Context: an optimization exercise on an open-source flow, tuned for small area. The choices shown serve that exercise and are no tape-out recipe.
Function not checked in this run: the RTL went through the layout flow alone.

## run.sh

```bash
#!/bin/bash
# synth_recipe.tcl (not shown) runs the flow's synth.tcl, then flattens the netlist and writes it again
# the make line also repeats each setting of config.mk as NAME=value (left out here)
make -C /OpenROAD-flow-scripts/flow DESIGN_CONFIG=/design/flow/config.mk WORK_HOME=/design/flow/orfs CLKGATE_MAP_FILE= SYNTH_SCRIPT=/design/flow/synth_recipe.tcl finish
```

## config.mk

```make
export PLATFORM = sky130hd
export DESIGN_NAME = fir_12bit
export DESIGN_NICKNAME = fir_12bit
export VERILOG_FILES = /design/flow/design.v
export SDC_FILE = /design/flow/constraint.sdc
export NUM_CORES = 4
export LEC_CHECK = 0
export CAP_MARGIN = 20
export CORE_MARGIN = 2
export CORE_UTILIZATION = 40
export SLEW_MARGIN = 20
```

## constraint.sdc

```tcl
create_clock -name core_clock -period 12.0 [get_ports {clk}]
set_input_delay 2.4000 -clock core_clock [delete_from_list [all_inputs] [get_ports {clk}]]
set_output_delay 2.4000 -clock core_clock [all_outputs]
set_load 0.01 [all_outputs]
```

## design.v

```verilog
`timescale 1ns/1ps
module fir_12bit(
	input clk,
	input rst,
	input wire signed [11:0] signal_in,
	output wire signed [11:0] signal_out
);
reg signed [29:0] unit;
reg signed [11:0] delay_pipeline[63:0];
wire signed [15:0] coef[63:0];
    assign coef[0] = 3;
    assign coef[1] = -37;
    assign coef[2] = -33;
    assign coef[3] = -17;
    assign coef[4] = 22;
    assign coef[5] = 64;
    assign coef[6] = 77;
    assign coef[7] = 38;
    assign coef[8] = -46;
    assign coef[9] = -131;
    assign coef[10] = -154;
    assign coef[11] = -74;
    assign coef[12] = 87;
    assign coef[13] = 242;
    assign coef[14] = 279;
    assign coef[15] = 133;
    assign coef[16] = -153;
    assign coef[17] = -421;
    assign coef[18] = -482;
    assign coef[19] = -228;
    assign coef[20] = 262;
    assign coef[21] = 727;
    assign coef[22] = 838;
    assign coef[23] = 403;
    assign coef[24] = -473;
    assign coef[25] = -1357;
    assign coef[26] = -1645;
    assign coef[27] = -850;
    assign coef[28] = 1112;
    assign coef[29] = 3805;
    assign coef[30] = 6394;
    assign coef[31] = 7978;
    assign coef[32] = 7978;
    assign coef[33] = 6394;
    assign coef[34] = 3805;
    assign coef[35] = 1112;
    assign coef[36] = -850;
    assign coef[37] = -1645;
    assign coef[38] = -1357;
    assign coef[39] = -473;
    assign coef[40] = 403;
    assign coef[41] = 838;
    assign coef[42] = 727;
    assign coef[43] = 262;
    assign coef[44] = -228;
    assign coef[45] = -482;
    assign coef[46] = -421;
    assign coef[47] = -153;
    assign coef[48] = 133;
    assign coef[49] = 279;
    assign coef[50] = 242;
    assign coef[51] = 87;
    assign coef[52] = -74;
    assign coef[53] = -154;
    assign coef[54] = -131;
    assign coef[55] = -46;
    assign coef[56] = 38;
    assign coef[57] = 77;
    assign coef[58] = 64;
    assign coef[59] = 22;
    assign coef[60] = -17;
    assign coef[61] = -33;
    assign coef[62] = -37;
    assign coef[63] = 3;
   reg signed [29:0] product[63:0];
   reg signed [29:0] sum_buf;
   reg signed [11:0] data_in_buf;
   always @(posedge clk or negedge rst) begin
		if(!rst) begin
			data_in_buf <= 0;
		end
        else begin
		    data_in_buf <= signal_in;
		end
	end
	always @(posedge clk or negedge rst) begin
		if (!rst) begin
            delay_pipeline[0] <= 0;
	        delay_pipeline[1] <= 0;
			delay_pipeline[2] <= 0;
			delay_pipeline[3] <= 0;
			delay_pipeline[4] <= 0;
			delay_pipeline[5] <= 0;
			delay_pipeline[6] <= 0;
			delay_pipeline[7] <= 0;
			delay_pipeline[8] <= 0;
	        delay_pipeline[9] <= 0;
			delay_pipeline[10] <= 0;
			delay_pipeline[11] <= 0;
			delay_pipeline[12] <= 0;
			delay_pipeline[13] <= 0;
			delay_pipeline[14] <= 0;
			delay_pipeline[15] <= 0;
			delay_pipeline[16] <= 0;
	        delay_pipeline[17] <= 0;
			delay_pipeline[18] <= 0;
			delay_pipeline[19] <= 0;
			delay_pipeline[20] <= 0;
			delay_pipeline[21] <= 0;
			delay_pipeline[22] <= 0;
			delay_pipeline[23] <= 0;
			delay_pipeline[24] <= 0;
	        delay_pipeline[25] <= 0;
			delay_pipeline[26] <= 0;
			delay_pipeline[27] <= 0;
			delay_pipeline[28] <= 0;
			delay_pipeline[29] <= 0;
			delay_pipeline[30] <= 0;
			delay_pipeline[31] <= 0;
			delay_pipeline[32] <= 0;
	        delay_pipeline[33] <= 0;
			delay_pipeline[34] <= 0;
			delay_pipeline[35] <= 0;
			delay_pipeline[36] <= 0;
			delay_pipeline[37] <= 0;
			delay_pipeline[38] <= 0;
			delay_pipeline[39] <= 0;
			delay_pipeline[40] <= 0;
	        delay_pipeline[41] <= 0;
			delay_pipeline[42] <= 0;
			delay_pipeline[43] <= 0;
			delay_pipeline[44] <= 0;
			delay_pipeline[45] <= 0;
			delay_pipeline[46] <= 0;
			delay_pipeline[47] <= 0;
			delay_pipeline[48] <= 0;
	        delay_pipeline[49] <= 0;
			delay_pipeline[50] <= 0;
			delay_pipeline[51] <= 0;
			delay_pipeline[52] <= 0;
			delay_pipeline[53] <= 0;
			delay_pipeline[54] <= 0;
			delay_pipeline[55] <= 0;
			delay_pipeline[56] <= 0;
	        delay_pipeline[57] <= 0;
			delay_pipeline[58] <= 0;
			delay_pipeline[59] <= 0;
			delay_pipeline[60] <= 0;
			delay_pipeline[61] <= 0;
			delay_pipeline[62] <= 0;
			delay_pipeline[63] <= 0;
		end
		else begin
			delay_pipeline[0] <= data_in_buf;
	        delay_pipeline[1] <= delay_pipeline[0] ;
			delay_pipeline[2] <= delay_pipeline[1] ;
			delay_pipeline[3] <= delay_pipeline[2] ;
			delay_pipeline[4] <= delay_pipeline[3] ;
			delay_pipeline[5] <= delay_pipeline[4] ;
			delay_pipeline[6] <= delay_pipeline[5] ;
			delay_pipeline[7] <= delay_pipeline[6] ;
			delay_pipeline[8] <= delay_pipeline[7] ;
	        delay_pipeline[9] <= delay_pipeline[8] ;
			delay_pipeline[10] <=delay_pipeline[9] ;
			delay_pipeline[11] <=delay_pipeline[10];
			delay_pipeline[12] <=delay_pipeline[11];
			delay_pipeline[13] <=delay_pipeline[12];
			delay_pipeline[14] <=delay_pipeline[13];
			delay_pipeline[15] <=delay_pipeline[14];
			delay_pipeline[16] <=delay_pipeline[15];
	        delay_pipeline[17] <=delay_pipeline[16];
			delay_pipeline[18] <=delay_pipeline[17];
			delay_pipeline[19] <=delay_pipeline[18];
			delay_pipeline[20] <=delay_pipeline[19];
			delay_pipeline[21] <=delay_pipeline[20];
			delay_pipeline[22] <=delay_pipeline[21];
			delay_pipeline[23] <=delay_pipeline[22];
			delay_pipeline[24] <=delay_pipeline[23];
	        delay_pipeline[25] <=delay_pipeline[24];
			delay_pipeline[26] <=delay_pipeline[25];
			delay_pipeline[27] <=delay_pipeline[26];
			delay_pipeline[28] <=delay_pipeline[27];
			delay_pipeline[29] <=delay_pipeline[28];
			delay_pipeline[30] <=delay_pipeline[29];
			delay_pipeline[31] <=delay_pipeline[30];
			delay_pipeline[32] <=delay_pipeline[31];
	        delay_pipeline[33] <=delay_pipeline[32];
			delay_pipeline[34] <=delay_pipeline[33];
			delay_pipeline[35] <=delay_pipeline[34];
			delay_pipeline[36] <=delay_pipeline[35];
			delay_pipeline[37] <=delay_pipeline[36];
			delay_pipeline[38] <=delay_pipeline[37];
			delay_pipeline[39] <=delay_pipeline[38];
			delay_pipeline[40] <=delay_pipeline[39];
	        delay_pipeline[41] <=delay_pipeline[40];
			delay_pipeline[42] <=delay_pipeline[41];
			delay_pipeline[43] <=delay_pipeline[42];
			delay_pipeline[44] <=delay_pipeline[43];
			delay_pipeline[45] <=delay_pipeline[44];
			delay_pipeline[46] <=delay_pipeline[45];
			delay_pipeline[47] <=delay_pipeline[46];
			delay_pipeline[48] <=delay_pipeline[47];
	        delay_pipeline[49] <=delay_pipeline[48];
			delay_pipeline[50] <=delay_pipeline[49];
			delay_pipeline[51] <=delay_pipeline[50];
			delay_pipeline[52] <=delay_pipeline[51];
			delay_pipeline[53] <=delay_pipeline[52];
			delay_pipeline[54] <=delay_pipeline[53];
			delay_pipeline[55] <=delay_pipeline[54];
			delay_pipeline[56] <=delay_pipeline[55];
	        delay_pipeline[57] <=delay_pipeline[56];
			delay_pipeline[58] <=delay_pipeline[57];
			delay_pipeline[59] <=delay_pipeline[58];
			delay_pipeline[60] <=delay_pipeline[59];
			delay_pipeline[61] <=delay_pipeline[60];
			delay_pipeline[62] <=delay_pipeline[61];
			delay_pipeline[63] <=delay_pipeline[62];	
		end
	end
	always @(posedge clk or negedge rst) begin
		if (!rst) begin
			product[0] <= 0;
			product[1] <= 0;
			product[2] <= 0;
			product[3] <= 0;
			product[4] <= 0;
			product[5] <= 0;
			product[6] <= 0;
			product[7] <= 0;
			product[8] <= 0;
			product[9] <= 0;
			product[10] <= 0;
			product[11] <= 0;
			product[12] <= 0;
			product[13] <= 0;
			product[14] <= 0;
			product[15] <= 0;
			product[16] <= 0;
			product[17] <= 0;
			product[18] <= 0;
			product[19] <= 0;
			product[20] <= 0;
			product[21] <= 0;
			product[22] <= 0;
			product[23] <= 0;
			product[24] <= 0;
			product[25] <= 0;
			product[26] <= 0;
			product[27] <= 0;
			product[28] <= 0;
			product[29] <= 0;
			product[30] <= 0;
			product[31] <= 0;
			product[32] <= 0;
			product[33] <= 0;
			product[34] <= 0;
			product[35] <= 0;
			product[36] <= 0;
			product[37] <= 0;
			product[38] <= 0;
			product[39] <= 0;
			product[40] <= 0;
			product[41] <= 0;
			product[42] <= 0;
			product[43] <= 0;
			product[44] <= 0;
			product[45] <= 0;
			product[46] <= 0;
			product[47] <= 0;
			product[48] <= 0;
			product[49] <= 0;
			product[50] <= 0;
			product[51] <= 0;
			product[52] <= 0;
			product[53] <= 0;
			product[54] <= 0;
			product[55] <= 0;
			product[56] <= 0;
			product[57] <= 0;
			product[58] <= 0;
			product[59] <= 0;
			product[60] <= 0;
			product[61] <= 0;
			product[62] <= 0;
			product[63] <= 0;
		end
		else begin
			product[0] <=  coef[0]* delay_pipeline[0] ;
		    product[1] <=  coef[1]* delay_pipeline[1] ;
            product[2] <=  coef[2]* delay_pipeline[2] ;
            product[3] <=  coef[3]* delay_pipeline[3] ;
            product[4] <=  coef[4]* delay_pipeline[4] ;
            product[5] <=  coef[5]* delay_pipeline[5] ;
            product[6] <=  coef[6]* delay_pipeline[6] ;
            product[7] <=  coef[7]* delay_pipeline[7] ;
            product[8] <=  coef[8]* delay_pipeline[8] ;
            product[9] <=  coef[9]* delay_pipeline[9] ;
            product[10] <= coef[10]*delay_pipeline[10]; 
            product[11] <= coef[11]*delay_pipeline[11]; 
            product[12] <= coef[12]*delay_pipeline[12];
            product[13] <= coef[13]*delay_pipeline[13];
            product[14] <= coef[14]*delay_pipeline[14];
            product[15] <= coef[15]*delay_pipeline[15];
            product[16] <= coef[16]*delay_pipeline[16];
            product[17] <= coef[17]*delay_pipeline[17];
            product[18] <= coef[18]*delay_pipeline[18];
            product[19] <= coef[19]*delay_pipeline[19];
            product[20] <= coef[20]*delay_pipeline[20];
            product[21] <= coef[21]*delay_pipeline[21];
            product[22] <= coef[22]*delay_pipeline[22];
            product[23] <= coef[23]*delay_pipeline[23];
            product[24] <= coef[24]*delay_pipeline[24];
            product[25] <= coef[25]*delay_pipeline[25];
            product[26] <= coef[26]*delay_pipeline[26];
            product[27] <= coef[27]*delay_pipeline[27];
            product[28] <= coef[28]*delay_pipeline[28];
            product[29] <= coef[29]*delay_pipeline[29];
            product[30] <= coef[30]*delay_pipeline[30];
            product[31] <= coef[31]*delay_pipeline[31];
            product[32] <= coef[32]*delay_pipeline[32];
            product[33] <= coef[33]*delay_pipeline[33];
            product[34] <= coef[34]*delay_pipeline[34];
            product[35] <= coef[35]*delay_pipeline[35];
            product[36] <= coef[36]*delay_pipeline[36];
            product[37] <= coef[37]*delay_pipeline[37];
            product[38] <= coef[38]*delay_pipeline[38];
            product[39] <= coef[39]*delay_pipeline[39];
            product[40] <= coef[40]*delay_pipeline[40];
            product[41] <= coef[41]*delay_pipeline[41];
            product[42] <= coef[42]*delay_pipeline[42];
            product[43] <= coef[43]*delay_pipeline[43];
            product[44] <= coef[44]*delay_pipeline[44];
            product[45] <= coef[45]*delay_pipeline[45];
            product[46] <= coef[46]*delay_pipeline[46];
            product[47] <= coef[47]*delay_pipeline[47];
            product[48] <= coef[48]*delay_pipeline[48];
            product[49] <= coef[49]*delay_pipeline[49];
            product[50] <= coef[50]*delay_pipeline[50];
            product[51] <= coef[51]*delay_pipeline[51];
            product[52] <= coef[52]*delay_pipeline[52];
            product[53] <= coef[53]*delay_pipeline[53];
            product[54] <= coef[54]*delay_pipeline[54];
            product[55] <= coef[55]*delay_pipeline[55];
            product[56] <= coef[56]*delay_pipeline[56];
            product[57] <= coef[57]*delay_pipeline[57];
            product[58] <= coef[58]*delay_pipeline[58];
            product[59] <= coef[59]*delay_pipeline[59];
            product[60] <= coef[60]*delay_pipeline[60];
            product[61] <= coef[61]*delay_pipeline[61];
            product[62] <= coef[62]*delay_pipeline[62];
            product[63] <= coef[63]*delay_pipeline[63];
		end
	end
    always @(posedge clk or negedge rst) begin
		if (!rst) begin
			sum_buf <= 0;
		end
		else begin
			sum_buf <= product[0]+ product[1]+ product[2]+ product[3]
			+product[4]+product[5]+product[6]+product[7]
			+product[8]+product[9]+product[10]+product[11]
			+product[12]+product[13]+product[14]+product[15]
			+product[16]+product[17]+product[18]+product[19]
			+product[20]+product[21]+product[22]+product[23]
			+product[24]+product[25]+product[26]+product[27]
			+product[28]+product[29]+product[30]+product[31]
			+product[32]+product[33]+product[34]+product[35]
			+product[36]+product[37]+product[38]+product[39]
			+product[40]+product[41]+product[42]+product[43]
			+product[44]+product[45]+product[46]+product[47]
			+product[48]+product[49]+product[50]+product[51]
			+product[52]+product[53]+product[54]+product[55]
			+product[56]+product[57]+product[58]+product[59]
			+product[60]+product[61]+product[62]+product[63];
		end
	end	
	always @(*) begin
		if (!rst) begin
			unit = 0;
		end
		else begin
		    unit = (sum_buf >> 15);
		end
	end
	assign signal_out = unit[11:0];
endmodule	
```

==> summary.txt <==
## flip-flops by register name (all words and copies together), names as in the netlist
name / cells
product: 1213
sum_buf: 12
data_in_buf: 12
delay_pipeline: 766
## metrics by stage
stage	setup slack (ps)	std cells	area (um^2)	hold slack, ps
final	1713	27678	236700	325.8
after global routing	1150	27674	236700	333.6
after CTS	1652	27672	236700	317.0
after detailed placement	1702	27235	228300	334.7
after global placement	1673	27235	228300	332.5
after floorplan	2616	19966	218700	331.2
## synthesized netlist by cell type, types with 14 or more instances
master / number / area [um^2]
a211o_1: 39 / 341.6
a211oi_1: 57 / 427.9
a21o_1: 190 / 1426
a21oi_1: 535 / 2678
a31oi_1: 91 / 569.3
a41oi_1: 22 / 192.7
and2_1: 47 / 294.0
and3_1: 118 / 738.2
clkbuf_1: 22 / 82.58
dfrtp_1: 2003 / 50120
fa_1: 3358 / 67220
ha_1: 3774 / 47220
inv_1: 6112 / 22940
mux2_2: 32 / 360.4
mux2i_1: 24 / 240.2
nand2_1: 254 / 953.4
nand2b_1: 67 / 419.2
nand3_1: 210 / 1051
nand3b_1: 14 / 105.1
nand4_1: 17 / 106.4
nor2_1: 459 / 1723
nor2b_1: 94 / 588.1
nor3_1: 212 / 1061
o2111ai_1: 28 / 245.2
o211ai_1: 28 / 210.2
o21a_1: 106 / 795.8
o21ai_0: 148 / 740.7
o21ai_1: 85 / 425.4
o21bai_1: 134 / 1006
o311ai_1: 15 / 131.4
o31ai_1: 29 / 217.7
o41ai_1: 26 / 227.7
o41ai_2: 15 / 244.0
or2_2: 98 / 613.1
or3_1: 90 / 563.0
xnor2_1: 950 / 8320
xor2_1: 244 / 2137
## worst max-delay path, delay by kind of cell, from the launching register on
family          cells  cell delay (ps)
compound gates     11             2730
buf+inv             4              190
flops               1              320
fa+ha+maj          14             6410
xor+xnor            2              280
simple gates        2              240
## kinds of logic after synthesis
group,count (synthesis),share of synthesized area
compound gates,1712,0.05217
xor+xnor,1194,0.04782
fa+ha+maj,7132,0.5233
buf+inv,6141,0.1054
flops,2003,0.2292
mux,56,0.002746
simple gates,1728,0.03936
## area by class of cell
type	instances	area [um^2]
clock inverters	149	1941
clock buffers	288	6455
repair buffers	64	643.1
diodes	5	12.51
multi-input cells	11822	145500
well taps	7234	9051
fillers	51601	307900
flip-flops and latches	2003	50120
inverters	6113	22950
## worst paths after layout
kind / start / to / slack (ps) / depth (start not counted)
setup / recovery: product[0][2] / sum_buf[26] / 1710 / 33
hold / removal: data_in_buf[5] / delay_pipeline[0][5] / 330 / 0
setup reg to reg: product[0][2] / sum_buf[26] / 1710 / 33
hold reg to reg: data_in_buf[5] / delay_pipeline[0][5] / 330 / 0
max in group asynchronous: rst / delay_pipeline[13][5] / 6580 / 7
min in group asynchronous: rst / delay_pipeline[55][9] / 1260 / 1
## layout by cell type, fill, tap and decap left out, drive strengths merged, types with 23 or more instances in the layout
cell | synthesis | routed
o31ai | 29 | 29
a211oi | 58 | 58
nand3 | 210 | 210
clkinvlp | 0 | 23
inv | 6112 | 6145
buf | 6 | 40
clkbuf | 22 | 288
dfrtp | 2003 | 2003
o41ai | 41 | 41
nand2 | 254 | 254
mux2i | 24 | 24
a21o | 190 | 190
clkdlybuf4s50 | 0 | 24
clkinv | 1 | 60
xor2 | 244 | 244
nand2b | 67 | 67
mux2 | 32 | 32
or2 | 99 | 99
bufinv | 0 | 34
xnor2 | 950 | 950
nor3 | 212 | 212
and3 | 118 | 118
o21a | 107 | 107
or3 | 90 | 90
nor2 | 459 | 459
a31oi | 92 | 92
ha | 3774 | 3774
a21oi | 537 | 537
nor2b | 95 | 95
and2 | 48 | 48
o21ai | 233 | 233
o2111ai | 28 | 28
o21bai | 134 | 134
fa | 3358 | 3358
a211o | 39 | 39
o211ai | 28 | 28
## layer usage
layer	vias to the layer above	global-route usage	share of wire
li1	61698	-	-
met3	650	0.03845	0.057
met4	20	0.05952	0.034
met1	67302	0.2846	0.45
met5	-	0	0.00022
met2	2140	0.3298	0.46
==> Flow_metrics.wiki <==
{| class="wikitable"
! Metric !! Value
|-
| Global router's overall resource usage || 0.2057
|-
| Number of clock sinks seen by CTS || 2003
|-
| Starting utilization of the core area || 0.4016
|-
| Post CTS Setup Buffer Count || 0
|-
| Worst Tran Pin Value || 1102 ps
|-
| Maximum net fanout on the critical path || 4
|-
| Number of pins exceeding their max-slew limit in the final report || 0
|-
| Setup violation total in the final timing report || 0
|-
| Clock-pin transition on the worst setup and hold timing paths || 70 ps
|-
| Number of DRC markers after the initial detailed-route iteration || 7464
|-
| Total Die Area || 552700 um^2
|-
| Largest net degree at the start of global routing || 143
|-
| Number of placement rows || 271
|-
| Max-capacitance violation count || 0
|-
| Clock Latency Late Sink || 1000 ps
|-
| Count of synthesis-stage warnings from yosys || 3
|-
| WS Path Type || flip-flop to flip-flop
|-
| Routed vias || 131810
|-
| Total CTS buffers || 238
|-
| PortBufs || 25
|-
| Post-CTS Hold Fix Bufs || 0
|-
| Result of the run || finished clean
|-
| Level count of the clock H-tree || 4
|-
| Final Cycle Share || 0.8572
|-
| Boundary pin count || 26
|-
| GRT overflow || 0
|-
| Final hold violation count || 0
|-
| Peak Freq || 97.21 MHz
|-
| Worst setup SP type || flip-flop
|-
| Average instance area after synthesis || 10.95 um^2
|-
| DRC errors left || 0
|-
| Number of buffers on the longest clock path || 4
|-
| Share of post-route cells with drive strength above 1 || 0.03068
|-
| Fin Clk Skew || 107.8 ps
|-
| Number of distinct library cell variants in the gate-level netlist after synthesis || 84
|-
| Signed area change from the synthesized netlist to the final layout || 8.230%
|-
| Vias per std cell || 4.762
|-
| Final core utilization || 0.4347
|-
| Post-Syn Nets || 27112
|-
| Critical path data arrival time || 11170 ps
|-
| Netlist area before placement || 218700 um^2
|-
| Relative slew slack || 0.2602
|-
| Cell type of the slowest stage on the worst timing path || a221oi_1
|-
| Final HPWL from detailed placement || 472.6 mm
|-
| Number of synthesized register bits || 2003
|-
| Count of instances resized after the clock tree is built || 0
|-
| Routability cong. || 0.9909
|-
| First-pass GRT wire length || 861.2 mm
|-
| Number of global-route vias before repair || 142998
|-
| Critical Path Sink Type || flip-flop
|-
| Count of nets left with antenna violations after detail routing || 0
|-
| Number of flops mapped to enable cells by yosys || 0
|-
| Final-layout setup total negative slack || 0 ps
|-
| Clock tree from TritonCTS || built
|-
| Post-synthesis cell count || 19966
|-
| Antenna violations before repair || 38
|-
| Crit path largest cell delay || 560 ps
|-
| Number of optimization iterations in the first detailed-route pass || 5
|-
| Die Width || 743.4 um
|-
| Core area || 544600 um^2
|-
| Ys async rst share || 1.000
|-
| Share of synthesized area occupied by flip-flops and latches || 0.2292
|-
| CTS root buf || clkbuf_16
|-
| Critical path required time || 12890 ps
|-
| Die extent in y || 743.4 um
|-
| Most frequently used flop master after synthesis || dfrtp_1
|-
| Hold crit path type || flip-flop to flip-flop
|-
| Final critical path time including I/O delays and setup || 10290 ps
|-
| Routed length per instance || 19.84 um
|-
| Cell type with the highest occurrence count on the critical path || fa_1
|-
| Net count of the finished layout || 27388
|-
| RSZ-0062 raised after global routing || false
|-
| Routed wire length || 549.2 mm
|}

[static timing again, ports no longer ideal]
The flow's constraints put no driver on any port. The routed layout listed below was extracted and timed again, unchanged, in two steps. Step 1 assumes that a clkbuf_16 drives the clock port and a buf_2 every other input. Step 2, shift: input delay + t, output delay - t, t = (earliest + latest rising clock arrival at the registers) / 2. This alone moves slack from input paths to output paths. Three values: ideal ports, drivers, drivers and shift; two values: the first two.
t (ns): 1.076
setup slack, ns: 1.713 / 1.713 / 1.713
clock arrival spread, ns: 0.129 / 0.130
cell pins on the clock port's net: 1
After both steps setup and hold are still met in this run. The setup slack of this run moves by 0.000 ns with the drivers and by 0.000 ns with both steps.
